Background: an optimization exercise with open tools, aiming at small area. Do not read the settings as production practice. In this exercise RTL edits were held to simulation tests only and were not proved equivalent to the original. Power and IR drop assume default switching activity.

===== flow/design.v =====
module fir_filter(
    input              clk,
    input              n_rst,
    input  signed [7:0] din,
    output reg signed [7:0] dout
);
reg [7:0] d0;
reg [7:0] d1;
reg [7:0] d2;
reg [7:0] d3;
reg [7:0] d4;
reg [7:0] d5;
reg [7:0] d6;
reg [7:0] d7;
reg [7:0] d8;
reg [7:0] d9;
reg [7:0] d10;
reg [7:0] d11;
reg [7:0] d12;
reg [7:0] d13;
reg [16:0] m;
wire n1, n2, n3, n4, n5, n6, n7, n8, n9, n10, n11, n12, n13, n14, n15, n16, n17, n18, n19, n20, n21, n22, n23, n24, n25, n26, n27, n28, n29, n30, n31, n32, n33, n34, n35, n36, n37, n38, n39, n40, n41, n42, n43, n44, n45, n46, n47, n48, n49, n50, n51, n52, n53, n54, n55, n56, n57, n58, n59, n60, n61, n62, n63, n64, n65, n66, n67, n68, n69, n70, n71, n72, n73, n74, n75, n76, n77, n78, n79, n80, n81, n82, n83, n84, n85, n86, n87, n88, n89, n90, n91, n92, n93, n94, n95, n96, n97, n98, n99, n100, n101, n102, n103, n104, n105, n106, n107, n108, n109, n110, n111, n112, n113, n114, n115, n116, n117, n118, n119, n120, n121, n122, n123, n124, n125, n126, n127, n128, n129, n130, n131, n132, n133, n134, n135, n136, n137, n138, n139, n140, n141, n142, n143, n144, n145, n146, n147, n148, n149, n150, n151, n152, n153, n154, n155, n156, n157, n158, n159, n160, n161, n162, n163, n164, n165, n166, n167, n168, n169, n170, n171, n172, n173, n174, n175, n176, n177, n178, n179, n180, n181, n182, n183, n184, n185, n186, n187, n188, n189, n190, n191, n192, n193, n194, n195, n196, n197, n198, n199, n200, n201, n202, n203, n204, n205, n206, n207, n208, n209, n210, n211, n212, n213, n214, n215, n216, n217, n218, n219, n220, n221, n222, n223, n224, n225, n226, n227, n228, n229, n230, n231, n232, n233, n234, n235, n236, n237, n238, n239, n240, n241, n242, n243, n244, n245, n246, n247, n248, n249, n250, n251, n252, n253, n254, n255, n256, n257, n258, n259, n260, n261, n262, n263, n264, n265, n266, n267, n268, n269, n270, n271, n272, n273, n274, n275, n276, n277, n278, n279, n280, n281, n282, n283, n284, n285, n286, n287, n288, n289, n290, n291, n292, n293, n294, n295, n296, n297, n298, n299, n300, n301, n302, n303, n304, n305, n306, n307, n308, n309, n310, n311, n312, n313, n314, n315, n316, n317, n318, n319, n320, n321, n322, n323, n324, n325, n326, n327, n328, n329, n330, n331, n332, n333, n334, n335, n336, n337, n338, n339, n340, n341, n342, n343, n344, n345, n346, n347, n348, n349, n350, n351, n352, n353, n354, n355, n356, n357, n358, n359, n360, n361, n362, n363, n364, n365, n366, n367, n368, n369, n370, n371, n372, n373, n374, n375, n376, n377, n378, n379, n380, n382, n384, n386, n388, n390, n392, n394, n396, n398, n399, n400, n401, n402, n403, n404, n405, n406, n407, n408, n409, n410, n411, n412, n413, n414, n415, n416, n417, n418, n419, n420, n421, n422, n423, n424;
assign n1 = d1[0] ^ d13[0];
assign n2 = d1[0] & d13[0];
assign n3 = d1[1] ^ d13[1] ^ n2;
assign n4 = (d1[1] & d13[1]) | (n2 & (d1[1] ^ d13[1]));
assign n5 = d1[2] ^ d13[2] ^ n4;
assign n6 = (d1[2] & d13[2]) | (n4 & (d1[2] ^ d13[2]));
assign n7 = d1[3] ^ d13[3] ^ n6;
assign n8 = (d1[3] & d13[3]) | (n6 & (d1[3] ^ d13[3]));
assign n9 = d1[4] ^ d13[4];
assign n10 = d1[4] & d13[4];
assign n11 = d1[5] ^ d13[5] ^ n10;
assign n12 = (d1[5] & d13[5]) | (n10 & (d1[5] ^ d13[5]));
assign n13 = d1[6] ^ d13[6] ^ n12;
assign n14 = (d1[6] & d13[6]) | (n12 & (d1[6] ^ d13[6]));
assign n15 = d1[7] ^ d13[7] ^ n14;
assign n16 = (d1[7] & d13[7]) | (n14 & (d1[7] ^ d13[7]));
assign n17 = d2[0] ^ d12[0];
assign n18 = d2[0] & d12[0];
assign n19 = d2[1] ^ d12[1] ^ n18;
assign n20 = (d2[1] & d12[1]) | (n18 & (d2[1] ^ d12[1]));
assign n21 = d2[2] ^ d12[2] ^ n20;
assign n22 = (d2[2] & d12[2]) | (n20 & (d2[2] ^ d12[2]));
assign n23 = d2[3] ^ d12[3] ^ n22;
assign n24 = (d2[3] & d12[3]) | (n22 & (d2[3] ^ d12[3]));
assign n25 = d2[4] ^ d12[4];
assign n26 = d2[4] & d12[4];
assign n27 = d2[5] ^ d12[5] ^ n26;
assign n28 = (d2[5] & d12[5]) | (n26 & (d2[5] ^ d12[5]));
assign n29 = d2[6] ^ d12[6] ^ n28;
assign n30 = (d2[6] & d12[6]) | (n28 & (d2[6] ^ d12[6]));
assign n31 = d2[7] ^ d12[7] ^ n30;
assign n32 = (d2[7] & d12[7]) | (n30 & (d2[7] ^ d12[7]));
assign n33 = d4[0] ^ d10[0];
assign n34 = d4[0] & d10[0];
assign n35 = d4[1] ^ d10[1] ^ n34;
assign n36 = (d4[1] & d10[1]) | (n34 & (d4[1] ^ d10[1]));
assign n37 = d4[2] ^ d10[2] ^ n36;
assign n38 = (d4[2] & d10[2]) | (n36 & (d4[2] ^ d10[2]));
assign n39 = d4[3] ^ d10[3] ^ n38;
assign n40 = (d4[3] & d10[3]) | (n38 & (d4[3] ^ d10[3]));
assign n41 = d4[4] ^ d10[4];
assign n42 = d4[4] & d10[4];
assign n43 = d4[5] ^ d10[5] ^ n42;
assign n44 = (d4[5] & d10[5]) | (n42 & (d4[5] ^ d10[5]));
assign n45 = d4[6] ^ d10[6] ^ n44;
assign n46 = (d4[6] & d10[6]) | (n44 & (d4[6] ^ d10[6]));
assign n47 = d4[7] ^ d10[7] ^ n46;
assign n48 = (d4[7] & d10[7]) | (n46 & (d4[7] ^ d10[7]));
assign n49 = d5[0] ^ d9[0];
assign n50 = d5[0] & d9[0];
assign n51 = d5[1] ^ d9[1] ^ n50;
assign n52 = (d5[1] & d9[1]) | (n50 & (d5[1] ^ d9[1]));
assign n53 = d5[2] ^ d9[2] ^ n52;
assign n54 = (d5[2] & d9[2]) | (n52 & (d5[2] ^ d9[2]));
assign n55 = d5[3] ^ d9[3] ^ n54;
assign n56 = (d5[3] & d9[3]) | (n54 & (d5[3] ^ d9[3]));
assign n57 = d5[4] ^ d9[4];
assign n58 = d5[4] & d9[4];
assign n59 = d5[5] ^ d9[5] ^ n58;
assign n60 = (d5[5] & d9[5]) | (n58 & (d5[5] ^ d9[5]));
assign n61 = d5[6] ^ d9[6] ^ n60;
assign n62 = (d5[6] & d9[6]) | (n60 & (d5[6] ^ d9[6]));
assign n63 = d5[7] ^ d9[7] ^ n62;
assign n64 = (d5[7] & d9[7]) | (n62 & (d5[7] ^ d9[7]));
assign n65 = d6[0] ^ d8[0];
assign n66 = d6[0] & d8[0];
assign n67 = d6[1] ^ d8[1] ^ n66;
assign n68 = (d6[1] & d8[1]) | (n66 & (d6[1] ^ d8[1]));
assign n69 = d6[2] ^ d8[2] ^ n68;
assign n70 = (d6[2] & d8[2]) | (n68 & (d6[2] ^ d8[2]));
assign n71 = d6[3] ^ d8[3] ^ n70;
assign n72 = (d6[3] & d8[3]) | (n70 & (d6[3] ^ d8[3]));
assign n73 = d6[4] ^ d8[4];
assign n74 = d6[4] & d8[4];
assign n75 = d6[5] ^ d8[5] ^ n74;
assign n76 = (d6[5] & d8[5]) | (n74 & (d6[5] ^ d8[5]));
assign n77 = d6[6] ^ d8[6] ^ n76;
assign n78 = (d6[6] & d8[6]) | (n76 & (d6[6] ^ d8[6]));
assign n79 = d6[7] ^ d8[7] ^ n78;
assign n80 = (d6[7] & d8[7]) | (n78 & (d6[7] ^ d8[7]));
assign n81 = ~n1;
assign n82 = ~n3;
assign n83 = ~n5;
assign n84 = ~n7;
assign n85 = ~n8;
assign n86 = ~n11;
assign n87 = ~n13;
assign n88 = ~n15;
assign n89 = ~n16;
assign n90 = ~n9;
assign n91 = ~n17;
assign n92 = ~n19;
assign n93 = ~n21;
assign n94 = ~n23;
assign n95 = ~n24;
assign n96 = ~n27;
assign n97 = ~n29;
assign n98 = ~n31;
assign n99 = ~n32;
assign n100 = ~n25;
assign n101 = ~n65;
assign n102 = ~n67;
assign n103 = ~n69;
assign n104 = ~n71;
assign n105 = ~n72;
assign n106 = ~n75;
assign n107 = ~n77;
assign n108 = ~n79;
assign n109 = ~n80;
assign n110 = ~n73;
assign n111 = ~d7[0];
assign n112 = ~d7[1];
assign n113 = ~d7[2];
assign n114 = ~d7[3];
assign n115 = ~d7[4];
assign n116 = ~d7[5];
assign n117 = ~d7[6];
assign n118 = ~d7[7];
assign n119 = n111 ^ n33;
assign n120 = n111 & n33;
assign n121 = ~(n112 ^ n65);
assign n122 = n112 | n65;
assign n123 = n120 ^ n121 ^ n35;
assign n124 = (n120 & n121) | (n35 & (n120 ^ n121));
assign n125 = ~(n113 ^ n33);
assign n126 = n113 | n33;
assign n127 = n91 ^ n122 ^ n125;
assign n128 = (n91 & n122) | (n125 & (n91 ^ n122));
assign n129 = n67 ^ n127 ^ n124;
assign n130 = (n67 & n127) | (n124 & (n67 ^ n127));
assign n131 = n37 ^ n93;
assign n132 = n37 & n93;
assign n133 = n114 ^ n1 ^ n126;
assign n134 = (n114 & n1) | (n126 & (n114 ^ n1));
assign n135 = n35 ^ n92 ^ n128;
assign n136 = (n35 & n92) | (n128 & (n35 ^ n92));
assign n137 = n133 ^ n69 ^ n132;
assign n138 = (n133 & n69) | (n132 & (n133 ^ n69));
assign n139 = n135 ^ n130 ^ n39;
assign n140 = (n135 & n130) | (n39 & (n135 ^ n130));
assign n141 = n94 ^ n137;
assign n142 = n94 & n137;
assign n143 = ~(n115 ^ n41);
assign n144 = n115 | n41;
assign n145 = n49 ^ n91 ^ n100;
assign n146 = (n49 & n91) | (n100 & (n49 ^ n91));
assign n147 = n101 ^ n143 ^ n3;
assign n148 = (n101 & n143) | (n3 & (n101 ^ n143));
assign n149 = n145 ^ n134 ^ n37;
assign n150 = (n145 & n134) | (n37 & (n145 ^ n134));
assign n151 = n147 ^ n93 ^ n136;
assign n152 = (n147 & n93) | (n136 & (n147 ^ n93));
assign n153 = n40 ^ n71 ^ n95;
assign n154 = (n40 & n71) | (n95 & (n40 ^ n71));
assign n155 = n149 ^ n138 ^ n151;
assign n156 = (n149 & n138) | (n151 & (n149 ^ n138));
assign n157 = n140 ^ n153 ^ n142;
assign n158 = (n140 & n153) | (n142 & (n140 ^ n153));
assign n159 = ~(n116 ^ n33);
assign n160 = n116 | n33;
assign n161 = n73 ^ n81 ^ n144;
assign n162 = (n73 & n81) | (n144 & (n73 ^ n81));
assign n163 = n159 ^ n43 ^ n51;
assign n164 = (n159 & n43) | (n51 & (n159 ^ n43));
assign n165 = n92 ^ n96 ^ n102;
assign n166 = (n92 & n96) | (n102 & (n92 ^ n96));
assign n167 = n146 ^ n161 ^ n148;
assign n168 = (n146 & n161) | (n148 & (n146 ^ n161));
assign n169 = n5 ^ n163 ^ n165;
assign n170 = (n5 & n163) | (n165 & (n5 ^ n163));
assign n171 = n72 ^ n39 ^ n150;
assign n172 = (n72 & n39) | (n150 & (n72 ^ n39));
assign n173 = n167 ^ n94 ^ n152;
assign n174 = (n167 & n94) | (n152 & (n167 ^ n94));
assign n175 = n169 ^ n154 ^ n171;
assign n176 = (n169 & n154) | (n171 & (n169 ^ n154));
assign n177 = n156 ^ n173 ^ n175;
assign n178 = (n156 & n173) | (n175 & (n156 ^ n173));
assign n179 = ~(n117 ^ n41);
assign n180 = n117 | n41;
assign n181 = n49 ^ n100 ^ n160;
assign n182 = (n49 & n100) | (n160 & (n49 ^ n100));
assign n183 = n179 ^ n35 ^ n75;
assign n184 = (n179 & n35) | (n75 & (n179 ^ n35));
assign n185 = n82 ^ n162 ^ n181;
assign n186 = (n82 & n162) | (n181 & (n82 ^ n162));
assign n187 = n164 ^ n45 ^ n53;
assign n188 = (n164 & n45) | (n53 & (n164 ^ n45));
assign n189 = n183 ^ n93 ^ n97;
assign n190 = (n183 & n93) | (n97 & (n183 ^ n93));
assign n191 = n103 ^ n166 ^ n40;
assign n192 = (n103 & n166) | (n40 & (n103 ^ n166));
assign n193 = n185 ^ n168 ^ n7;
assign n194 = (n185 & n168) | (n7 & (n185 ^ n168));
assign n195 = n95 ^ n187 ^ n189;
assign n196 = (n95 & n187) | (n189 & (n95 ^ n187));
assign n197 = n170 ^ n172 ^ n191;
assign n198 = (n170 & n172) | (n191 & (n170 ^ n172));
assign n199 = n193 ^ n174 ^ n195;
assign n200 = (n193 & n174) | (n195 & (n193 ^ n174));
assign n201 = n176 ^ n197 ^ n199;
assign n202 = (n176 & n197) | (n199 & (n176 ^ n197));
assign n203 = d7[0] ^ n118 ^ n9;
assign n204 = (d7[0] & n118) | (n9 & (d7[0] ^ n118));
assign n205 = n65 ^ n180 ^ n43;
assign n206 = (n65 & n180) | (n43 & (n65 ^ n180));
assign n207 = n51 ^ n203 ^ n96;
assign n208 = (n51 & n203) | (n96 & (n51 ^ n203));
assign n209 = n182 ^ n184 ^ n37;
assign n210 = (n182 & n184) | (n37 & (n182 ^ n184));
assign n211 = n77 ^ n205 ^ n83;
assign n212 = (n77 & n205) | (n83 & (n77 ^ n205));
assign n213 = n207 ^ n186 ^ n8;
assign n214 = (n207 & n186) | (n8 & (n207 ^ n186));
assign n215 = n47 ^ n55 ^ n188;
assign n216 = (n47 & n55) | (n188 & (n47 ^ n55));
assign n217 = n209 ^ n94 ^ n98;
assign n218 = (n209 & n94) | (n98 & (n209 ^ n94));
assign n219 = n104 ^ n190 ^ n211;
assign n220 = (n104 & n190) | (n211 & (n104 ^ n190));
assign n221 = n192 ^ n194 ^ n213;
assign n222 = (n192 & n194) | (n213 & (n192 ^ n194));
assign n223 = n215 ^ n196 ^ n217;
assign n224 = (n215 & n196) | (n217 & (n215 ^ n196));
assign n225 = n219 ^ n198 ^ n221;
assign n226 = (n219 & n198) | (n221 & (n219 ^ n198));
assign n227 = n200 ^ n223 ^ n225;
assign n228 = (n200 & n223) | (n225 & (n200 ^ n223));
assign n229 = ~(d7[1] ^ n57);
assign n230 = d7[1] | n57;
assign n231 = n100 ^ n110 ^ n229;
assign n232 = (n100 & n110) | (n229 & (n100 ^ n110));
assign n233 = n11 ^ n67 ^ n204;
assign n234 = (n11 & n67) | (n204 & (n11 ^ n67));
assign n235 = n231 ^ n206 ^ n45;
assign n236 = (n231 & n206) | (n45 & (n231 ^ n206));
assign n237 = n53 ^ n233 ^ n97;
assign n238 = (n53 & n233) | (n97 & (n53 ^ n233));
assign n239 = n208 ^ n48 ^ n56;
assign n240 = (n208 & n48) | (n56 & (n208 ^ n48));
assign n241 = n39 ^ n79 ^ n210;
assign n242 = (n39 & n79) | (n210 & (n39 ^ n79));
assign n243 = n95 ^ n99 ^ n105;
assign n244 = (n95 & n99) | (n105 & (n95 ^ n99));
assign n245 = n235 ^ n84 ^ n212;
assign n246 = (n235 & n84) | (n212 & (n235 ^ n84));
assign n247 = n237 ^ n214 ^ n216;
assign n248 = (n237 & n214) | (n216 & (n237 ^ n214));
assign n249 = n239 ^ n241 ^ n218;
assign n250 = (n239 & n241) | (n218 & (n239 ^ n241));
assign n251 = n243 ^ n220 ^ n245;
assign n252 = (n243 & n220) | (n245 & (n243 ^ n220));
assign n253 = n222 ^ n247 ^ n224;
assign n254 = (n222 & n247) | (n224 & (n222 ^ n247));
assign n255 = n249 ^ n251 ^ n226;
assign n256 = (n249 & n251) | (n226 & (n249 ^ n251));
assign n257 = n253 ^ n228;
assign n258 = n253 & n228;
assign n259 = ~(d7[2] ^ n41);
assign n260 = d7[2] | n41;
assign n261 = n90 ^ n230 ^ n259;
assign n262 = (n90 & n230) | (n259 & (n90 ^ n230));
assign n263 = n59 ^ n96 ^ n106;
assign n264 = (n59 & n96) | (n106 & (n59 ^ n96));
assign n265 = n232 ^ n261 ^ n13;
assign n266 = (n232 & n261) | (n13 & (n232 ^ n261));
assign n267 = n69 ^ n234 ^ n263;
assign n268 = (n69 & n234) | (n263 & (n69 ^ n234));
assign n269 = n40 ^ n80 ^ n47;
assign n270 = (n40 & n80) | (n47 & (n40 ^ n80));
assign n271 = n55 ^ n236 ^ n85;
assign n272 = (n55 & n236) | (n85 & (n55 ^ n236));
assign n273 = n265 ^ n98 ^ n238;
assign n274 = (n265 & n98) | (n238 & (n265 ^ n98));
assign n275 = n267 ^ n240 ^ n242;
assign n276 = (n267 & n240) | (n242 & (n267 ^ n240));
assign n277 = n244 ^ n269 ^ n246;
assign n278 = (n244 & n269) | (n246 & (n244 ^ n269));
assign n279 = n271 ^ n273 ^ n248;
assign n280 = (n271 & n273) | (n248 & (n271 ^ n273));
assign n281 = n275 ^ n250 ^ n252;
assign n282 = (n275 & n250) | (n252 & (n275 ^ n250));
assign n283 = n277 ^ n279 ^ n254;
assign n284 = (n277 & n279) | (n254 & (n277 ^ n279));
assign n285 = n281 ^ n256 ^ n283;
assign n286 = (n281 & n256) | (n283 & (n281 ^ n256));
assign n287 = ~(d7[3] ^ n57);
assign n288 = d7[3] | n57;
assign n289 = n260 ^ n287 ^ n43;
assign n290 = (n260 & n287) | (n43 & (n260 ^ n287));
assign n291 = n86 ^ n262 ^ n61;
assign n292 = (n86 & n262) | (n61 & (n86 ^ n262));
assign n293 = n289 ^ n97 ^ n107;
assign n294 = (n289 & n97) | (n107 & (n289 ^ n97));
assign n295 = n264 ^ n48 ^ n56;
assign n296 = (n264 & n48) | (n56 & (n264 ^ n48));
assign n297 = n15 ^ n71 ^ n266;
assign n298 = (n15 & n71) | (n266 & (n15 ^ n71));
assign n299 = n99 ^ n291 ^ n293;
assign n300 = (n99 & n291) | (n293 & (n99 ^ n291));
assign n301 = n268 ^ n270 ^ n295;
assign n302 = (n268 & n270) | (n295 & (n268 ^ n270));
assign n303 = n272 ^ n297 ^ n274;
assign n304 = (n272 & n297) | (n274 & (n272 ^ n297));
assign n305 = n299 ^ n276 ^ n301;
assign n306 = (n299 & n276) | (n301 & (n299 ^ n276));
assign n307 = n278 ^ n303 ^ n280;
assign n308 = (n278 & n303) | (n280 & (n278 ^ n303));
assign n309 = n305 ^ n282 ^ n307;
assign n310 = (n305 & n282) | (n307 & (n305 ^ n282));
assign n311 = n284 ^ n309;
assign n312 = n284 & n309;
assign n313 = d7[4] ^ n73 ^ n288;
assign n314 = (d7[4] & n73) | (n288 & (d7[4] ^ n73));
assign n315 = n59 ^ n313 ^ n290;
assign n316 = (n59 & n313) | (n290 & (n59 ^ n313));
assign n317 = n45 ^ n87 ^ n16;
assign n318 = (n45 & n87) | (n16 & (n45 ^ n87));
assign n319 = n72 ^ n63 ^ n292;
assign n320 = (n72 & n63) | (n292 & (n72 ^ n63));
assign n321 = n315 ^ n98 ^ n108;
assign n322 = (n315 & n98) | (n108 & (n315 ^ n98));
assign n323 = n294 ^ n296 ^ n298;
assign n324 = (n294 & n296) | (n298 & (n294 ^ n296));
assign n325 = n317 ^ n319 ^ n300;
assign n326 = (n317 & n319) | (n300 & (n317 ^ n319));
assign n327 = n321 ^ n302 ^ n323;
assign n328 = (n321 & n302) | (n323 & (n321 ^ n302));
assign n329 = n304 ^ n325 ^ n306;
assign n330 = (n304 & n325) | (n306 & (n304 ^ n325));
assign n331 = n327 ^ n308 ^ n329;
assign n332 = (n327 & n308) | (n329 & (n327 ^ n308));
assign n333 = n310 ^ n331;
assign n334 = n310 & n331;
assign n335 = ~(d7[5] ^ n75);
assign n336 = d7[5] | n75;
assign n337 = n314 ^ n335 ^ n61;
assign n338 = (n314 & n335) | (n61 & (n314 ^ n335));
assign n339 = n64 ^ n316 ^ n47;
assign n340 = (n64 & n316) | (n47 & (n64 ^ n316));
assign n341 = n99 ^ n109 ^ n337;
assign n342 = (n99 & n109) | (n337 & (n99 ^ n109));
assign n343 = n88 ^ n318 ^ n320;
assign n344 = (n88 & n318) | (n320 & (n88 ^ n318));
assign n345 = n339 ^ n322 ^ n341;
assign n346 = (n339 & n322) | (n341 & (n339 ^ n322));
assign n347 = n324 ^ n343 ^ n326;
assign n348 = (n324 & n343) | (n326 & (n324 ^ n343));
assign n349 = n345 ^ n328 ^ n347;
assign n350 = (n345 & n328) | (n347 & (n345 ^ n328));
assign n351 = n330 ^ n349 ^ n332;
assign n352 = (n330 & n349) | (n332 & (n330 ^ n349));
assign n353 = ~(d7[6] ^ n336);
assign n354 = d7[6] | n336;
assign n355 = n77 ^ n353 ^ n48;
assign n356 = (n77 & n353) | (n48 & (n77 ^ n353));
assign n357 = n63 ^ n338 ^ n89;
assign n358 = (n63 & n338) | (n89 & (n63 ^ n338));
assign n359 = n340 ^ n355 ^ n342;
assign n360 = (n340 & n355) | (n342 & (n340 ^ n355));
assign n361 = n357 ^ n344 ^ n346;
assign n362 = (n357 & n344) | (n346 & (n357 ^ n344));
assign n363 = n359 ^ n348 ^ n361;
assign n364 = (n359 & n348) | (n361 & (n359 ^ n348));
assign n365 = n350 ^ n363;
assign n366 = n350 & n363;
assign n367 = ~(d7[7] ^ n354);
assign n368 = d7[7] | n354;
assign n369 = n367 ^ n64 ^ n79;
assign n370 = (n367 & n64) | (n79 & (n367 ^ n64));
assign n371 = n356 ^ n358 ^ n369;
assign n372 = (n356 & n358) | (n369 & (n356 ^ n358));
assign n373 = n360 ^ n371 ^ n362;
assign n374 = (n360 & n371) | (n362 & (n360 ^ n371));
assign n375 = n364 ^ n373;
assign n376 = n364 & n373;
assign n377 = n368 ^ n80 ^ n370;
assign n378 = (n368 & n80) | (n370 & (n368 ^ n80));
assign n379 = n372 ^ n377 ^ n374;
assign n380 = (n372 & n377) | (n374 & (n372 ^ n377));
assign n382 = n91 & n119;
assign n384 = (n382 & n92) | (n123 & (n382 ^ n92));
assign n386 = (n131 & n129) | (n384 & (n131 ^ n129));
assign n388 = (n139 & n386) | (n141 & (n139 ^ n386));
assign n390 = (n155 & n157) | (n388 & (n155 ^ n157));
assign n392 = (n158 & n177) | (n390 & (n158 ^ n177));
assign n394 = (n178 & n201) | (n392 & (n178 ^ n201));
assign n396 = (n202 & n227) | (n394 & (n202 ^ n227));
assign n398 = (n255 & n257) | (n396 & (n255 ^ n257));
assign n399 = m[0] ^ m[1] ^ m[2];
assign n400 = (m[0] & m[1]) | (m[2] & (m[0] ^ m[1]));
assign n401 = m[3] ^ m[4] ^ n400;
assign n402 = (m[3] & m[4]) | (n400 & (m[3] ^ m[4]));
assign n403 = m[5] ^ m[6] ^ n402;
assign n404 = (m[5] & m[6]) | (n402 & (m[5] ^ m[6]));
assign n405 = m[7] ^ m[8] ^ n404;
assign n406 = (m[7] & m[8]) | (n404 & (m[7] ^ m[8]));
assign n407 = m[9] ^ m[10] ^ n406;
assign n408 = (m[9] & m[10]) | (n406 & (m[9] ^ m[10]));
assign n409 = m[11] ^ m[12] ^ n408;
assign n410 = (m[11] & m[12]) | (n408 & (m[11] ^ m[12]));
assign n411 = m[13] ^ m[14] ^ n410;
assign n412 = (m[13] & m[14]) | (n410 & (m[13] ^ m[14]));
assign n413 = m[15] ^ m[16] ^ n412;
assign n414 = (m[15] & m[16]) | (n412 & (m[15] ^ m[16]));
assign n415 = ~n414;
assign n416 = n415 ^ n413;
assign n417 = n416 ? n413 : n401;
assign n418 = n416 ? n413 : n403;
assign n419 = n416 ? n413 : n405;
assign n420 = n416 ? n413 : n407;
assign n421 = n416 ? n413 : n409;
assign n422 = n416 ? n413 : n411;
assign n423 = n416 | n399;
assign n424 = ~din[7];
always @(posedge clk or negedge n_rst) begin
    if (!n_rst) begin
        d0 <= 8'h80;
        d1 <= 8'h80;
        d2 <= 8'h80;
        d3 <= 8'h80;
        d4 <= 8'h80;
        d5 <= 8'h80;
        d6 <= 8'h80;
        d7 <= 8'h80;
        d8 <= 8'h80;
        d9 <= 8'h80;
        d10 <= 8'h80;
        d11 <= 8'h80;
        d12 <= 8'h80;
        d13 <= 8'h80;
        m <= 17'h18000;
        dout <= 8'sd0;
    end else begin
        d0[0] <= din[0];
        d0[1] <= din[1];
        d0[2] <= din[2];
        d0[3] <= din[3];
        d0[4] <= din[4];
        d0[5] <= din[5];
        d0[6] <= din[6];
        d0[7] <= n424;
        d1[0] <= d0[0];
        d1[1] <= d0[1];
        d1[2] <= d0[2];
        d1[3] <= d0[3];
        d1[4] <= d0[4];
        d1[5] <= d0[5];
        d1[6] <= d0[6];
        d1[7] <= d0[7];
        d2[0] <= d1[0];
        d2[1] <= d1[1];
        d2[2] <= d1[2];
        d2[3] <= d1[3];
        d2[4] <= d1[4];
        d2[5] <= d1[5];
        d2[6] <= d1[6];
        d2[7] <= d1[7];
        d3[0] <= d2[0];
        d3[1] <= d2[1];
        d3[2] <= d2[2];
        d3[3] <= d2[3];
        d3[4] <= d2[4];
        d3[5] <= d2[5];
        d3[6] <= d2[6];
        d3[7] <= d2[7];
        d4[0] <= d3[0];
        d4[1] <= d3[1];
        d4[2] <= d3[2];
        d4[3] <= d3[3];
        d4[4] <= d3[4];
        d4[5] <= d3[5];
        d4[6] <= d3[6];
        d4[7] <= d3[7];
        d5[0] <= d4[0];
        d5[1] <= d4[1];
        d5[2] <= d4[2];
        d5[3] <= d4[3];
        d5[4] <= d4[4];
        d5[5] <= d4[5];
        d5[6] <= d4[6];
        d5[7] <= d4[7];
        d6[0] <= d5[0];
        d6[1] <= d5[1];
        d6[2] <= d5[2];
        d6[3] <= d5[3];
        d6[4] <= d5[4];
        d6[5] <= d5[5];
        d6[6] <= d5[6];
        d6[7] <= d5[7];
        d7[0] <= d6[0];
        d7[1] <= d6[1];
        d7[2] <= d6[2];
        d7[3] <= d6[3];
        d7[4] <= d6[4];
        d7[5] <= d6[5];
        d7[6] <= d6[6];
        d7[7] <= d6[7];
        d8[0] <= d7[0];
        d8[1] <= d7[1];
        d8[2] <= d7[2];
        d8[3] <= d7[3];
        d8[4] <= d7[4];
        d8[5] <= d7[5];
        d8[6] <= d7[6];
        d8[7] <= d7[7];
        d9[0] <= d8[0];
        d9[1] <= d8[1];
        d9[2] <= d8[2];
        d9[3] <= d8[3];
        d9[4] <= d8[4];
        d9[5] <= d8[5];
        d9[6] <= d8[6];
        d9[7] <= d8[7];
        d10[0] <= d9[0];
        d10[1] <= d9[1];
        d10[2] <= d9[2];
        d10[3] <= d9[3];
        d10[4] <= d9[4];
        d10[5] <= d9[5];
        d10[6] <= d9[6];
        d10[7] <= d9[7];
        d11[0] <= d10[0];
        d11[1] <= d10[1];
        d11[2] <= d10[2];
        d11[3] <= d10[3];
        d11[4] <= d10[4];
        d11[5] <= d10[5];
        d11[6] <= d10[6];
        d11[7] <= d10[7];
        d12[0] <= d11[0];
        d12[1] <= d11[1];
        d12[2] <= d11[2];
        d12[3] <= d11[3];
        d12[4] <= d11[4];
        d12[5] <= d11[5];
        d12[6] <= d11[6];
        d12[7] <= d11[7];
        d13[0] <= d12[0];
        d13[1] <= d12[1];
        d13[2] <= d12[2];
        d13[3] <= d12[3];
        d13[4] <= d12[4];
        d13[5] <= d12[5];
        d13[6] <= d12[6];
        d13[7] <= d12[7];
        m[0] <= n258;
        m[1] <= n285;
        m[2] <= n398;
        m[3] <= n286;
        m[4] <= n311;
        m[5] <= n312;
        m[6] <= n333;
        m[7] <= n334;
        m[8] <= n351;
        m[9] <= n352;
        m[10] <= n365;
        m[11] <= n366;
        m[12] <= n375;
        m[13] <= n376;
        m[14] <= n379;
        m[15] <= n378;
        m[16] <= n380;
        dout[0] <= n423;
        dout[1] <= n417;
        dout[2] <= n418;
        dout[3] <= n419;
        dout[4] <= n420;
        dout[5] <= n421;
        dout[6] <= n422;
        dout[7] <= n415;
    end
end
endmodule

===== flow/flow/run.sh =====
#!/bin/bash
# Own layout flow: the standard synthesis (unchanged) fixes the registers;
# its combinational logic is then replaced by the equivalent hand-built
# full-adder netlist from gen4.py, and the standard ORFS flow lays it out.
set -uo pipefail
HERE=$(pwd)
RES=$HERE/orfs/results/$FLOW_PLATFORM/fir_filter/base
bash standard.sh synth > synth_std.log 2>&1 || { echo "standard synthesis failed"; exit 1; }
cp $RES/1_2_yosys.v std_synth.v
python3 flow/gen4.py flow/spec.json gen_rtl.v own_net.v > gen.log 2>&1
if python3 flow/inject.py std_synth.v own_net.v injected.v > inject.log 2>&1; then
  cp injected.v $RES/1_2_yosys.v
  rm -f $RES/1_synth.odb $RES/1_synth.sdc
  bash standard.sh synth > synth_odb.log 2>&1 || { echo "odb from injected netlist failed"; exit 1; }
else
  echo "register mismatch, keeping the standard netlist" | tee -a inject.log
fi
bash standard.sh > layout.log 2>&1

===== flow/flow/gen4.py =====
#!/usr/bin/env python3
"""Generator for fir_filter (13-tap symmetric FIR, sky130hd).

Writes two files describing the same circuit:
  * rtl  : plain Verilog (registers + assign statements), the version's RTL
  * net  : the same logic as sky130_fd_sc_hd cells (full/half adders etc.)

Structure (two pipeline stages after the sample delay line):
  d0..d13 : sample delay line, d0 = newest sample. Bit 7 of every sample
            register holds the inverted sign bit, so sample value
            x = {~r[7], r[6:0]} - 128 (reset value of r[7] is 1 -> x = 0).
  stage 1 : S = sum c[k] * d[k+1] (k = 0..12) built as a carry-save tree of
            full adders; columns 0..8 are summed completely, columns 9..17
            are kept as (up to) two rows in registers ma / mb.
  stage 2 : dout <= sat((ma + mb) >> 0)  (the rows hold S[17:9])
"""
import sys, json

AREA = {"fa_1": 20.0192, "ha_1": 12.512, "maj3_1": 10.0096, "and2_1": 6.256,
        "xor2_1": 8.7584, "xnor2_1": 8.7584, "or2_1": 6.256, "inv_1": 3.7536,
        "mux2_1": 11.2608, "dfrtp_1": 25.024, "conb_1": 3.7536, "nor2_1": 3.7536,
        "nand2_1": 3.7536, "dfstp_1": 26.2752, "a21oi_1": 5.0048, "o21ai_0": 5.0048,
        "mux2i_1": 10.0096, "xnor3_1": 22.5216, "xor3_1": 23.7728}
DLY = {"fa_s": 0.45, "fa_c": 0.38, "ha_s": 0.28, "ha_c": 0.20, "g": 0.12, "x2": 0.25, "o2": 0.20}
W = 18
CLKQ = 0.35

class Bit:
    __slots__ = ("net", "neg", "t")
    def __init__(s, net, neg=False, t=CLKQ):
        s.net, s.neg, s.t = net, neg, t

# cell functions as verilog expressions (for the RTL)
FUN = {
    "fa_1":   {"SUM": "{A} ^ {B} ^ {CIN}", "COUT": "({A} & {B}) | ({CIN} & ({A} ^ {B}))"},
    "ha_1":   {"SUM": "{A} ^ {B}", "COUT": "{A} & {B}"},
    "maj3_1": {"X": "({A} & {B}) | ({C} & ({A} ^ {B}))"},
    "and2_1": {"X": "{A} & {B}"},
    "or2_1":  {"X": "{A} | {B}"},
    "xor2_1": {"X": "{A} ^ {B}"},
    "xnor2_1": {"Y": "~({A} ^ {B})"},
    "inv_1":  {"Y": "~{A}"},
    "mux2_1": {"X": "{S} ? {A1} : {A0}"},
}
OUTS = {"SUM", "COUT", "X", "Y", "HI", "LO", "Q"}

class Builder:
    def __init__(s, spec):
        s.spec = spec
        s.cells = []
        s.n = 0
        s.K = 0
    def new(s):
        s.n += 1; return f"n{s.n}"
    def cell(s, typ, pins):
        s.cells.append([typ, pins])
    def fa(s, a, b, c):
        xs = [a, b, c]
        ks = [x for x in xs if x.net == "1'b1"]
        if ks:
            assert len(ks) == 1
            o = [x for x in xs if x.net != "1'b1"]
            return s.fa1(o[0], o[1])
        so, co = s.new(), s.new()
        s.cell("fa_1", {"A": a.net, "B": b.net, "CIN": c.net, "SUM": so, "COUT": co})
        t = max(a.t, b.t, c.t)
        return Bit(so, a.neg, t + DLY["fa_s"]), Bit(co, a.neg, t + DLY["fa_c"])
    def ha(s, a, b):
        if b.net == "1'b1": a, b = b, a
        if a.net == "1'b1":
            assert b.net != "1'b1"
            return s.inv(b), b
        so, co = s.new(), s.new()
        s.cell("ha_1", {"A": a.net, "B": b.net, "SUM": so, "COUT": co})
        t = max(a.t, b.t)
        return Bit(so, a.neg, t + DLY["ha_s"]), Bit(co, a.neg, t + DLY["ha_c"])
    def inv(s, a):
        y = s.new(); s.cell("inv_1", {"A": a.net, "Y": y})
        return Bit(y, a.neg, a.t + DLY["g"])
    def fa1(s, a, b):
        so, co = s.new(), s.new()
        s.cell("xnor2_1", {"A": a.net, "B": b.net, "Y": so})
        s.cell("or2_1", {"A": a.net, "B": b.net, "X": co})
        t = max(a.t, b.t)
        return Bit(so, False, t + DLY["x2"]), Bit(co, False, t + DLY["o2"])

    def ripple(s, bits_a, bits_b, lo, hi):
        """unsigned ripple add of positive bits in positions lo..hi (dicts pos->Bit);
        returns dict pos->Bit incl. carry at hi+1"""
        out = {}; c = None
        for p in range(lo, hi + 1):
            xs = [x for x in (bits_a.get(p), bits_b.get(p), c) if x is not None]
            if len(xs) == 3: sm, c = s.fa(*xs)
            elif len(xs) == 2: sm, c = s.ha(*xs)
            elif len(xs) == 1: sm, c = xs[0], None
            else: sm, c = None, None
            if sm is not None: out[p] = sm
        if c is not None: out[hi + 1] = c
        return out

    def column(s, p, cols, target):
        """reduce column p to `target` positive bits; carries to p+1"""
        col = cols.get(p, [])
        nxt = cols.setdefault(p + 1, [])
        while True:
            pos = sorted([b for b in col if not b.neg], key=lambda b: b.t)
            neg = sorted([b for b in col if b.neg], key=lambda b: b.t)
            if not neg and len(pos) <= target: break
            cand = []
            if len(neg) >= 3: cand.append((neg[2].t, "n"))
            if len(pos) >= 3 and (len(pos) + len(neg) > target + 1 or neg): cand.append((pos[2].t, "p"))
            if cand:
                cand.sort()
                grp = neg[:3] if cand[0][1] == "n" else pos[:3]
                for b in grp: col.remove(b)
                sm, cy = s.fa(*grp)
                col.append(sm); nxt.append(cy)
            elif neg:
                b = neg[0]; col.remove(b)
                nb = s.inv(b); nb.neg = False
                col.append(nb); s.K -= 1 << p
            elif len(pos) > target:
                sm, cy = s.ha(pos[0], pos[1])
                col.remove(pos[0]); col.remove(pos[1]); col.append(sm); nxt.append(cy)
            else:
                break
        cols[p] = col
        return col

    def build(s):
        spec = s.spec
        nodes = {}
        # sample j as unsigned {~s, x[6:0]}, value = u - 128
        for j in range(1, 14):
            nodes[f"x{j}"] = ({i: Bit(f"d{j}[{i}]") for i in range(8)}, -128)
        for name, (a, b), chunks in spec["pre"]:
            va, ka = nodes[a]; vb, kb = nodes[b]
            out = {}; extra = []
            lo = 0
            for hi in chunks:
                r = s.ripple(va, vb, lo, hi)
                for p, x in r.items():
                    if p in out: extra.append((p, x))
                    else: out[p] = x
                lo = hi + 1
            nodes[name] = (out, ka + kb, extra)
        cols = {}
        comp = {}
        def cbit(x):
            if x.net not in comp: comp[x.net] = s.inv(x)
            return comp[x.net]
        for nd, coef in spec["out"]:
            v = nodes[nd]
            vec, k = v[0], v[1]
            extra = v[2] if len(v) > 2 else []
            sh = abs(coef).bit_length() - 1
            assert abs(coef) == 1 << sh
            neg = coef < 0
            for p, x in list(vec.items()) + extra:
                if p + sh >= W: continue
                if neg:   # -b = ~b - 1
                    cols.setdefault(p + sh, []).append(cbit(x))
                    s.K -= 1 << (p + sh)
                else:
                    cols.setdefault(p + sh, []).append(x)
            s.K += coef * k
        # inversions of leftover negative bits (see column()) depend only on
        # the negative bit counts: account for them in K up front
        nn = {p: sum(1 for x in c if x.neg) for p, c in cols.items()}
        for p in range(W):
            n = nn.get(p, 0); f = 0
            while n >= 3: n -= 2; f += 1
            nn[p + 1] = nn.get(p + 1, 0) + f
            s.K -= n << p
        s.K %= 1 << W
        for p in range(W):
            if (s.K >> p) & 1:
                cols.setdefault(p, []).append(Bit("1'b1", False, 0.0))
        s.Kpre = s.K; s.K = 0; s.Kinv = sum(0 for _ in ())
        s.rows = {}
        for p in range(W):
            tgt = 1 if p == W - 1 else 2
            s.column(p, cols, tgt)
        cols.pop(W, None)
        # carry of the low columns 0..8 into column 9 (only the carry is used)
        c = None
        for p in range(9):
            xs = sorted(cols.get(p, []) + ([c] if c else []), key=lambda b: b.t)
            if len(xs) == 3: _, c = s.fa(*xs)
            elif len(xs) == 2: _, c = s.ha(*xs)
            else: c = None
        if c: cols[9].append(c)
        for p in range(9, W):
            s.rows[p] = cols[p]
        return s

def stage2(b):
    """mid registers -> ripple -> sat -> dout"""
    mid = []   # (regname, src Bit, col)
    rows = b.rows
    cnt = {}
    for p in range(9, W):
        for x in rows[p]:
            mid.append((None, x, p))
    k = 0
    for i, (nm, x, p) in enumerate(mid):
        if x.net != "1'b1":
            mid[i] = (f"m[{k}]", x, p); k += 1
    # stage 2 ripple over registered bits
    cols = {}
    for nm, x, p in mid:
        cols.setdefault(p, []).append(Bit("1'b1", False, 0.0) if x.net == "1'b1" else Bit(nm, False, CLKQ))
    C = sum(1 << p for nm, x, p in mid if x.net == "1'b1")
    mid = [m for m in mid if m[1].net != "1'b1"]
    # reset values of the mid registers: their weighted sum plus the
    # constants must be 0 mod 2^W (S = 0 while the state is cleared)
    T = (-C) % (1 << W)
    best = None
    n = len(mid)
    import itertools
    # greedy over columns with carry: choose per column how many bits are set
    bycol = {}
    for i, (nm, x, p) in enumerate(mid): bycol.setdefault(p, []).append(i)
    def dfs(p, carry, chosen):
        nonlocal best
        if p == W:
            if best is None or len(chosen) < len(best): best = list(chosen)
            return
        idx = bycol.get(p, [])
        for k in range(len(idx) + 1):
            tot = carry + k
            if (tot & 1) != ((T >> p) & 1): continue
            dfs(p + 1, tot >> 1, chosen + idx[:k])
    dfs(9, 0, [])
    assert best is not None, "no reset encoding"
    b.setregs = set(mid[i][0] for i in best)
    S = {}
    c = None
    for p in range(9, W):
        xs = cols.get(p, []) + ([c] if c else [])
        if p == W - 1:
            if len(xs) == 1: S[p] = xs[0]
            elif len(xs) == 2:
                if "1'b1" in (xs[0].net, xs[1].net):
                    S[p] = b.inv([x for x in xs if x.net != "1'b1"][0])
                else:
                    y = b.new(); b.cell("xor2_1", {"A": xs[0].net, "B": xs[1].net, "X": y}); S[p] = Bit(y)
            else:
                sm, _ = b.fa(*xs); S[p] = sm
            break
        if len(xs) == 3: sm, c = b.fa(*xs)
        elif len(xs) == 2: sm, c = b.ha(*xs)
        elif len(xs) == 1: sm, c = xs[0], None
        else: raise RuntimeError("empty column")
        S[p] = sm
    sb = lambda p: S[p].net
    ovf = b.new(); b.cell("xor2_1", {"A": sb(17), "B": sb(16), "X": ovf})
    dn = [None] * 8
    dn[7] = sb(17)
    for i in range(1, 7):
        y = b.new(); b.cell("mux2_1", {"A0": sb(9 + i), "A1": sb(16), "S": ovf, "X": y}); dn[i] = y
    y = b.new(); b.cell("or2_1", {"A": ovf, "B": sb(9), "X": y}); dn[0] = y
    # registers: (cell, regbit name, D net, reset value)
    regs = []
    for j in range(14):
        for i in range(8):
            if j == 0:
                src = "din[7]" if i == 7 else f"din[{i}]"
            else:
                src = f"d{j-1}[{i}]"
            regs.append(("dfstp_1" if i == 7 else "dfrtp_1", f"d{j}[{i}]", src))
    for nm, x, p in mid:
        regs.append(("dfstp_1" if nm in b.setregs else "dfrtp_1", nm, x.net))
    for i in range(8):
        regs.append(("dfrtp_1", f"dout[{i}]", dn[i]))
    # din[7] must be inverted into d0[7]
    y = b.new(); b.cell("inv_1", {"A": "din[7]", "Y": y})
    regs = [(c, r, (y if r == "d0[7]" else d)) for c, r, d in regs]
    prune(b, set(r[2] for r in regs))
    return regs, mid

def prune(b, roots):
    changed = True
    while changed:
        changed = False
        used = set(roots)
        for typ, pins in b.cells:
            for p, n in pins.items():
                if p not in OUTS: used.add(n)
        new = []
        for c in b.cells:
            typ, pins = c
            outs = [p for p in pins if p in OUTS]
            live = [p for p in outs if pins[p] in used]
            if not live:
                changed = True; continue
            if typ == "fa_1" and live == ["COUT"]:
                c[0] = "maj3_1"; c[1] = {"A": pins["A"], "B": pins["B"], "C": pins["CIN"], "X": pins["COUT"]}; changed = True
            elif typ == "ha_1" and live == ["COUT"]:
                c[0] = "and2_1"; c[1] = {"A": pins["A"], "B": pins["B"], "X": pins["COUT"]}; changed = True
            elif typ == "ha_1" and live == ["SUM"]:
                c[0] = "xor2_1"; c[1] = {"A": pins["A"], "B": pins["B"], "X": pins["SUM"]}; changed = True
            elif typ == "xnor2_1" and False:
                pass
            new.append(c)
        b.cells = new

def regs_decl(regs):
    """group register bits by vector name -> width"""
    vec = {}
    for c, r, d in regs:
        nm, idx = r[:-1].split("[")
        vec.setdefault(nm, []).append(int(idx))
    return {k: max(v) + 1 for k, v in vec.items()}

def vnet(n):
    # nets named like d3[2], m0[4] are register outputs (vectors)
    return n

def write_rtl(b, regs, path, header):
    L = [header.rstrip(), "module fir_filter(",
         "    input              clk,",
         "    input              n_rst,",
         "    input  signed [7:0] din,",
         "    output reg signed [7:0] dout",
         ");", ""]
    vec = regs_decl(regs)
    for nm, w in vec.items():
        if nm == "dout": continue
        L.append(f"reg [{w-1}:0] {nm};")
    nets = sorted({n for typ, pins in b.cells for p, n in pins.items() if p in OUTS},
                  key=lambda n: int(n[1:]))
    L.append("wire " + ", ".join(nets) + ";")
    L.append("")
    for typ, pins in b.cells:
        for op, expr in FUN[typ].items():
            if op in pins:
                L.append(f"assign {pins[op]} = " + expr.format(**pins) + ";")
    L.append("")
    L.append("always @(posedge clk or negedge n_rst) begin")
    L.append("    if (!n_rst) begin")
    for nm, w in vec.items():
        rv = 0
        for c, r, d in regs:
            rn, idx = r[:-1].split("[")
            if rn == nm and c == "dfstp_1": rv |= 1 << int(idx)
        L.append(f"        {nm} <= {w}'h{rv:x};" if nm != "dout" else f"        dout <= 8'sd0;")
    L.append("    end else begin")
    for c, r, d in regs:
        L.append(f"        {r} <= {d};")
    L.append("    end")
    L.append("end")
    L.append("")
    L.append("endmodule")
    open(path, "w").write("\n".join(L) + "\n")

def esc(n):
    if "[" in n and not n.startswith(("din[", "dout[")):
        return "\\" + n + " "
    return n

def write_net(b, regs, path):
    L = ["module fir_filter(clk, n_rst, din, dout);",
         "  input clk;", "  input n_rst;", "  input [7:0] din;", "  output [7:0] dout;"]
    wires = set()
    for typ, pins in b.cells:
        wires |= set(pins.values())
    for c, r, d in regs: wires.add(r); wires.add(d)
    wires.discard("1'b1")
    for w in sorted(wires):
        if w.startswith(("din[", "dout[")): continue
        L.append(f"  wire {esc(w)};")
    for i, (typ, pins) in enumerate(b.cells):
        ps = ", ".join(f".{p}({esc(n)})" for p, n in pins.items())
        L.append(f"  sky130_fd_sc_hd__{typ} g{i} ({ps});")
    for c, r, d in regs:
        rst = "SET_B" if c == "dfstp_1" else "RESET_B"
        L.append(f"  sky130_fd_sc_hd__{c} \\{r}$_DFF_PN{'1' if c == 'dfstp_1' else '0'}_  (.CLK(clk), .D({esc(d)}), .Q({esc(r)}), .{rst}(n_rst));")
    L.append("endmodule")
    open(path, "w").write("\n".join(L) + "\n")

def area(b, regs):
    comb = sum(AREA[c[0]] for c in b.cells)
    return comb, comb + sum(AREA[r[0]] for r in regs)

if __name__ == "__main__":
    spec = json.load(open(sys.argv[1]))
    b = Builder(spec).build()
    regs, mid = stage2(b)
    from collections import Counter
    cnt = Counter(c[0] for c in b.cells)
    comb, tot = area(b, regs)
    print(f"regs {len(regs)} mid {len(mid)} comb {comb:.1f} total {tot:.1f} "
          f"mid_t {max(x.t for _, x, _ in mid):.2f}", dict(cnt), file=sys.stderr)
    if len(sys.argv) > 3:
        write_rtl(b, regs, sys.argv[2], open(sys.argv[4]).read() if len(sys.argv) > 4 else "")
        write_net(b, regs, sys.argv[3])

===== flow/flow/inject.py =====
#!/usr/bin/env python3
"""Swap the combinational logic of the standard synthesis netlist for the
hand-built cell netlist made by gen4.py, keeping the standard synthesis's
registers: same instance names, same cell types, same count.

usage: inject.py STD_NETLIST OWN_NETLIST OUT_NETLIST
Exits non-zero (and writes nothing) if the registers do not match.
"""
import re, sys

FF = re.compile(r'^\s*sky130_fd_sc_hd__(df\w+)\s+\\(\S+)\$_DFF_(\w+)_\s*\(', re.M)

def regs(path):
    txt = open(path).read()
    out = {}
    for typ, bit, kind in FF.findall(txt):
        out[bit] = (typ, kind)
    return txt, out

std_txt, std = regs(sys.argv[1])
own_txt, own = regs(sys.argv[2])
base = lambda t: t.rsplit("_", 1)[0]
ok = True
if set(std) != set(own):
    print("register sets differ:", sorted(set(std) ^ set(own))[:20]); ok = False
for bit in set(std) & set(own):
    if base(std[bit][0]) != base(own[bit][0]) or std[bit][1] != own[bit][1]:
        print("register type differs:", bit, std[bit], own[bit]); ok = False
if not ok:
    sys.exit(1)

def fix(m):
    typ, bit, kind = m.group(1), m.group(2), m.group(3)
    styp, skind = std[bit]
    return m.group(0).replace("sky130_fd_sc_hd__" + typ, "sky130_fd_sc_hd__" + styp, 1)
out = FF.sub(fix, own_txt)
open(sys.argv[3], "w").write(out)
print(f"injected netlist with {len(std)} registers")

===== flow/flow/spec.json =====
{"pre": [["q0", ["x1","x13"], [3,7]],
         ["q1", ["x2","x12"], [3,7]],
         ["q3", ["x4","x10"], [3,7]],
         ["q4", ["x5","x9"], [3,7]],
         ["q5", ["x6","x8"], [3,7]]],
 "out": [["q0",-32],["q0",8], ["q1",-16],["q1",-4],["q1",-1],
         ["q3",32],["q3",4],["q3",1], ["q4",64],["q4",16],
         ["q5",128],["q5",-16],["q5",2], ["x7",128],["x7",-1]]
}

===== flow/standard.sh =====
#!/bin/bash
# synth_recipe.tcl (not shown) runs the flow's synth.tcl, then flattens the netlist and writes it again
# the make line also repeats each setting of config.mk as NAME=value (left out here)
make -C /OpenROAD-flow-scripts/flow DESIGN_CONFIG=/design/flow/config.mk WORK_HOME=/design/flow/orfs CLKGATE_MAP_FILE= SYNTH_SCRIPT=/design/flow/synth_recipe.tcl "${@:-finish}"

===== flow/config.mk =====
export PLATFORM = sky130hd
export DESIGN_NAME = fir_filter
export DESIGN_NICKNAME = fir_filter
export VERILOG_FILES = /design/flow/design.v
export SDC_FILE = /design/flow/constraint.sdc
export NUM_CORES = 4
export LEC_CHECK = 0
export CAP_MARGIN = 20
export CORE_MARGIN = 2
export CORE_UTILIZATION = 40
export SLEW_MARGIN = 20

===== flow/constraint.sdc =====
create_clock -name core_clock -period 6.0 [get_ports {clk}]
set_input_delay 1.2000 -clock core_clock [delete_from_list [all_inputs] [get_ports {clk}]]
set_output_delay 1.2000 -clock core_clock [all_outputs]
set_load 0.01 [all_outputs]

==> qor_table.md, run 1 <==
| Item | Reported | Unit |
|:---|:---|:---|
| Result of the run | timing/DRC/antenna clean | - |
| Required time reported for the critical path endpoint | 6.29 | ns |
| IO buf count | 17 | - |
| Final GP Congestion | 0.797 | - |
| Combinational share of power | 53.7 | % |
| Average wire length per cell after detail routing | 18.8 | um |
| Maximum frequency from static timing analysis | 0.202 | GHz |
| Initial Util | 41.1 | % |
| Diode insertion count for antenna repair | 0 | - |
| Global-route wire length before repair | 20.4 | mm |
| TritonCTS clock tree | yes | - |
| Overall track demand over capacity in global routing | 15.3 | % |
| Cell-internal power | 3210 | uW |
| Layout filler cell count | 1495 | - |
| Syn avg cell area | 18.6 | um^2 |
| Layout overhead on the synthesized area | 15.2 | % |
| Clock transition at the register clock pins on the worst setup and hold paths after CTS | 0.06 | ns |
| Startpoint kind of the worst setup timing path | flop | - |
| Total cell area at the placement stage | 7620 | um^2 |
| Global route overflow | 0 | - |
| IR drop worst, VDD | 0.354 | mV |
| DRC violations left | 0 | - |
| Total power | 5010 | uW |
| Max-slew headroom | 50.6 | % |
| Worst hold-check path type | reg -> reg | - |
| Top Ports | 18 | - |
| Pins over their slew limit | 0 | - |
| Count of routing violations after the opening detailed-route iteration | 117 | - |
| Netlist area before placement | 7160 | um^2 |
| Max-cap violations | 0 | - |
| Vias in the first global route | 3768 | - |
| Clock root buffer | clkbuf_16 | - |
| Via total after detailed routing | 2972 | - |
| Flip-flop count of the largest register, all copies and words added | 17 | - |
| Fraction of power spent switching nets | 35.9 | % |
| Core box area | 17400 | um^2 |
| Register with the highest flop count | m | - |
| Relative contribution of sequential cells to total power | 24.1 | % |
| Die Span Y | 138 | um |
| Switching pwr | 1800 | uW |
| Clock network fraction of design power | 22.1 | % |
| Final instance area | 8250 | um^2 |
| Hold_sp | d11[0]$_DFF_PN0_ | - |
| Leakage power total | 0.00352 | uW |
| Clk buf depth | 2 | - |
| # Post-CTS Setup Buffers | 0 | - |
| CTS hold repair buffers | 0 | - |
| Total of cells resized after clock tree synthesis | 0 | - |
| DRT Pass-1 Iters | 6 | - |
| Most used cells in the layout excluding fill and tap cells | fa_1 (150), dfrtp_1 (121), inv_1 (40) | - |
| Largest driver fanout on the critical path | 3 | - |
| Areal power density over the cells | 607 | nW/um^2 |
| Critical R2R Launch | d4[0]$_DFF_PN0_ | - |
| Overall routed net length | 12.4 | mm |
| Number of hold violations in the final report | 0 | - |
| Setup TNS | 0 | ns |
| Number of nets produced by synthesis | 562 | - |
| Most common cell after layout, fill and taps aside | fa_1 | - |
| Setup violations, final | 0 | - |
| Cts bufs inserted | 17 | - |
| Share of layout cells above drive strength 1 | 11.1 | % |
| Die extent in x | 138 | um |
| Vias per inst | 4.51 | - |
| Setup repair after global routing missed its margin | false | - |
| Critical path data arrival time | 5.24 | ns |
| Clock H-tree levels | 4 | - |
| Detail Route Antenna Nets | 0 | - |
| Tmin final | 4.95 | ns |
| Ys Warns | 1 | - |
| Final HPWL from detailed placement | 10.0 | mm |
| Number of core rows | 48 | - |
| Sinks on the clock net | 137 | - |
| Skew final | 0.00915 | ns |
| Largest net degree at the start of global routing | 77 | - |
| Post-Synthesis Cells | 384 | - |
| Slew @ Worst Pin | 0.740 | ns |
| Source of the critical timing path | d4[0]$_DFF_PN0_ | - |
| Share of the cycle needed by the critical path after routing | 82.6 | % |
| Worst skew pair latency | 0.42 | ns |
| Die Area | 19000 | um^2 |
| Initial antenna violation count | 0 | - |
| Number of nets in the layout | 599 | - |
| CP Capture Type | flop | - |
| Kind of critical path | reg -> reg | - |
[critical path, cell delays in order, from the launching register on]
cell     delay [ns]
dfrtp_1        0.39
ha_1           0.21
fa_1           0.40
fa_1           0.40
fa_1           0.61
fa_1           0.47
fa_1           0.51
fa_1           0.41
maj3_1         0.34
maj3_1         0.38
maj3_1         0.36
maj3_1         0.35
[path summary, 6_finish.rpt]
path                                endpoint  slack, ns  cells past startpoint
max                           m[2]$_DFF_PN0_       1.05                     11
max reg2reg                   m[2]$_DFF_PN0_       1.05                     11
min                         d12[0]$_DFF_PN0_       0.34                      0
min reg2reg                 d12[0]$_DFF_PN0_       0.34                      0
max in group asynchronous   d10[4]$_DFF_PN0_       4.03                      2
min in group asynchronous  dout[1]$_DFF_PN0_       0.77                      1
[metal layers]
metal,global-route usage [%],share of wire (%),wire [um]
met5,0,0,0
met4,5.39,1.6,201
met3,3.94,2.5,314
met2,23.6,49,6110
met1,21.3,46,5740
[through the flow]
step / std cells / setup WS [ns] / util (%) / hold slack (ns)
after floorplan: 384 / 1.24 / - / 0.331
after global placement: 627 / 1.07 / 43.8 / 0.333
after detailed placement: 627 / 1.03 / 43.8 / 0.335
after CTS: 659 / 1.01 / 47.4 / 0.346
after global routing: 659 / 0.871 / 47.4 / 0.354
final: 659 / 1.05 / 47.4 / 0.344
[power groups by stage]
stage	registers, uW	logic [uW]	clock network [uW]
2_1_floorplan	1220	2030	0
3_3_place_gp	1220	2760	0
3_5_place_dp	1230	2790	0
4_1_cts	1210	2820	1140
5_1_grt	1230	3220	1180
6_report	1210	2690	1110
[final cells by class]
type | instances | area (um^2) | area share, %
multi-input combinational | 207 | 3560 | 43.2
sequential | 137 | 3450 | 41.8
clock buffer | 21 | 460 | 5.58
tap | 225 | 282 | 3.41
timing repair buffer | 18 | 179 | 2.17
clock inverter | 11 | 169 | 2.05
inverter | 40 | 150 | 1.82
==> run 2, diff against run 1 <==
--- a/flow/config.mk
+++ b/flow/config.mk
@@ -8,4 +8,5 @@
 export CAP_MARGIN = 20
 export CORE_MARGIN = 2
-export CORE_UTILIZATION = 40
+export CORE_UTILIZATION = 60
+export CTS_BUF_LIST = sky130_fd_sc_hd__clkbuf_2 sky130_fd_sc_hd__clkbuf_4 sky130_fd_sc_hd__clkbuf_8
 export SLEW_MARGIN = 20
==> run 2 against run 1 <==
  * Design area shrank 3.9%
  * Sequential power is essentially flat
  * Still clean on timing, DRC and antenna
  * Clock power is 31% lower
  * Critical endpoint unchanged
  * Area after synthesis unchanged
  * Largest power group unchanged
  * Maximum frequency fell by 1.0%
==> qor_table.md, run 2 <==
| Item | Reported | Unit | vs previous |
|:---|:---|:---|:---|
| Largest net degree at the start of global routing | 72 | - | -6.5% |
| Layout overhead on the synthesized area | 10.8 | % |  |
| Syn avg cell area | 18.6 | um^2 | unchanged |
| Diode insertion count for antenna repair | 0 | - | unchanged |
| Overall routed net length | 12.0 | mm | -3.2% |
| Core box area | 11500 | um^2 | -34% |
| Critical path, cell by cell | ha_1 -> fa_1 -> fa_1 -> fa_1 -> fa_1 -> fa_1 -> fa_1 -> maj3_1 -> maj3_1 -> maj3_1 -> maj3_1 | - |  |
| Startpoint kind of the worst setup timing path | flop | - |  |
| Flip-flop count of the largest register, all copies and words added | 17 | - | unchanged |
| Total of cells resized after clock tree synthesis | 0 | - | unchanged |
| Number of nets in the layout | 599 | - | unchanged |
| Die Area | 12800 | um^2 | -32% |
| Clk buf depth | 2 | - | unchanged |
| Post-Synthesis Cells | 384 | - | unchanged |
| Initial Util | 62.2 | % | +21 points |
| Global route overflow | 0 | - | unchanged |
| Area occupied by registers | 3450 | um^2 | unchanged |
| Share of the cycle needed by the critical path after routing | 83.4 | % | +0.86 points |
| TritonCTS clock tree | yes | - |  |
| Final GP Congestion | 0.874 | - | +9.7% |
| Number of hold violations in the final report | 0 | - | unchanged |
| DRT Pass-1 Iters | 4 | - | -2 |
| Maximum frequency from static timing analysis | 0.200 | GHz | -1.0% |
| Skew final | 0.0120 | ns | +0.00287 ns |
| Worst hold-check path type | reg -> reg | - |  |
| Most used cells in the layout excluding fill and tap cells | fa_1 (150), dfrtp_1 (121), inv_1 (40) | - |  |
| Slowest-stage cell, CP | fa_1 | - |  |
| Die Span Y | 113 | um | -18% |
| Setup violations, final | 0 | - | unchanged |
| Initial antenna violation count | 0 | - | unchanged |
| Clock transition at the register clock pins on the worst setup and hold paths after CTS | 0.08 | ns | +0.02 ns |
| Cts bufs inserted | 17 | - | unchanged |
| Worst skew pair latency | 0.44 | ns | +0.02 ns |
| Required time reported for the critical path endpoint | 6.33 | ns | +0.04 ns |
| Clock root buffer | clkbuf_8 | - |  |
| Vias in the first global route | 3656 | - | -3.0% |
| Ys Warns | 1 | - | unchanged |
| CTS hold repair buffers | 0 | - | unchanged |
| Slew @ Worst Pin | 0.838 | ns | +0.0979 ns |
| Worst hold stages | 0 | - | unchanged |
| Cell count of the worst reg-to-reg path | 11 | - | unchanged |
| Setup repair after global routing missed its margin | false | - |  |
| Final HPWL from detailed placement | 9.91 | mm | -0.83% |
| Tmin final | 5.01 | ns | +0.0516 ns |
| Stage delay of the slowest cell on the critical path | 0.69 | ns | +0.08 ns |
| Final core utilization | 68.9 | % | +22 points |
| Share of layout cells above drive strength 1 | 11.5 | % | +0.46 points |
| Hold path endpoint | d12[5]$_DFF_PN0_ | - |  |
| CP most frequent cell | fa_1 | - |  |
| Netlist area before placement | 7160 | um^2 | unchanged |
| Overall track demand over capacity in global routing | 22.0 | % | +6.7 points |
| Area of combinational cells with multiple inputs | 3560 | um^2 | unchanged |
| Global-route wire length before repair | 19.9 | mm | -2.3% |
| Number of nets produced by synthesis | 562 | - | unchanged |
| Kind of critical path | reg -> reg | - |  |
| Max-slew headroom | 44.1 | % | -6.5 points |
| Pins over their slew limit | 0 | - | unchanged |
| Largest driver fanout on the critical path | 3 | - | unchanged |
| Most common cell after layout, fill and taps aside | fa_1 | - |  |
| Average wire length per cell after detail routing | 20.7 | um | +11% |
| FF-to-FF setup slack | 0.99 | ns | -0.05 ns |
| CP Capture Type | flop | - |  |
| Die extent in x | 113 | um | -18% |
| DRC violations left | 0 | - | unchanged |
| Detail Route Antenna Nets | 0 | - | unchanged |
| Max-cap violations | 0 | - | unchanged |
| Setup TNS | 0 | ns | unchanged |
| Clock H-tree levels | 4 | - | unchanged |
| Critical R2R Launch | d4[0]$_DFF_PN0_ | - |  |
| Via total after detailed routing | 2913 | - | -2.0% |
| Top Ports | 18 | - | unchanged |
| IO buf count | 17 | - | unchanged |
| Critical path data arrival time | 5.33 | ns | +0.09 ns |
| Register with the highest flop count | m | - |  |
| Sinks on the clock net | 137 | - | unchanged |
| FF-to-FF End | m[2]$_DFF_PN0_ | - |  |
| Hold_sp | d11[5]$_DFF_PN0_ | - |  |
| Result of the run | timing/DRC/antenna clean | - |  |
| Number of core rows | 39 | - | -19% |
| Areal power density over the cells | 592 | nW/um^2 | -2.5% |
| Leakage power total | 0.00341 | uW | -3.0% |
| # Post-CTS Setup Buffers | 0 | - | unchanged |
| IR drop worst, VDD | 0.363 | mV | +2.6% |
| Count of routing violations after the opening detailed-route iteration | 150 | - | +28% |
| Layout filler cell count | 763 | - | -49% |
| Vias per inst | 5.05 | - | +12% |
run 2: area by class of cell:
cell class | count | share of cell area (%)
Sequential cell | 137 | 43.5
Clock inverter | 13 | 2.07
Tap cell | 143 | 2.26
Clock buffer | 19 | 3.14
Timing Repair Buffer | 18 | 2.26
Multi-Input combinational cell | 207 | 44.9
Inverter | 40 | 1.89
run 2: worst max-delay path, delay by kind of cell, from the launching register on:
kind | cells | cell delay, ns
flip-flops | 1 | 0.39
adder cells (fa/ha/maj) | 11 | 4.50
run 2: report_power, final:
group	internal [uW]	switching [uW]
clock	390	376
combinational	1370	1350
sequential	1140	69.5
total	2900	1800
run 2: layer usage:
layer | part of all wire [%] | track usage [%] | up-vias | routed length [um]
met5 | 0 | 0 | - | 0
met4 | 0.82 | 5.77 | 0 | 98
met3 | 3.3 | 5.30 | 8 | 394
met2 | 49 | 33.2 | 36 | 5850
met1 | 47 | 33.3 | 1626 | 5620
li1 | - | - | 1243 | -
run 2: through the flow:
step,worst slack [ns],power (uW),cells,instance area [um^2],hold WS (ns)
after floorplan,1.24,3250,384,7160,0.331
after global placement,1.06,3950,545,7520,0.332
after detailed placement,0.992,4030,545,7520,0.335
after CTS,0.989,4820,577,7930,0.344
after global routing,0.823,5260,577,7930,0.360
final,0.995,4700,577,7930,0.344
run 2: how the worst max path moves through the flow:
| stage | end | start | depth (start not counted) | slack, ns |
|---|---|---|---|---|
| detailed placement | m[2]$_DFF_PN0_ | d4[0]$_DFF_PN0_ | 11 | 0.99 |
| global route | m[2]$_DFF_PN0_ | d4[0]$_DFF_PN0_ | 11 | 0.82 |
| finish | m[2]$_DFF_PN0_ | d4[0]$_DFF_PN0_ | 11 | 0.99 |
| floorplan | m[2]$_DFF_PN0_ | d4[0]$_DFF_PN0_ | 11 | 1.24 |
| CTS | m[2]$_DFF_PN0_ | d4[0]$_DFF_PN0_ | 11 | 0.99 |
| global placement | m[2]$_DFF_PN0_ | d4[0]$_DFF_PN0_ | 11 | 1.06 |

## port drivers added, routing unchanged
No port has a modelled driver above. Below, the same layouts with a new extraction and two added sets of constraints.
Step 1 assumes that a clkbuf_16 drives the clock port and a buf_2 every other input.
Step 2 adds t to the input delays and takes it off the output delays; t is the mean of the earliest and latest rising clock arrival at the registers after step 1. Input paths then give back, and output paths get back, about the clock's delay inside the block.
Slacks: ideal ports / drivers / drivers and shift; pairs: ideal ports / drivers.
| run | t (ns) | setup slack, ns | worst setup path after step 2 | clock arrival spread, ns | slew at the worst register clock pin (ns) |
|---|---|---|---|---|---|
| run 1 | 0.454 | 1.047 / 1.047 / 1.047 | register to register | 0.009 / 0.009 | 0.06 / 0.06 |
| run 2 | 0.469 | 0.995 / 0.995 / 0.995 | register to register | 0.014 / 0.013 | 0.09 / 0.09 |
After both steps setup and hold are still met in every run listed.
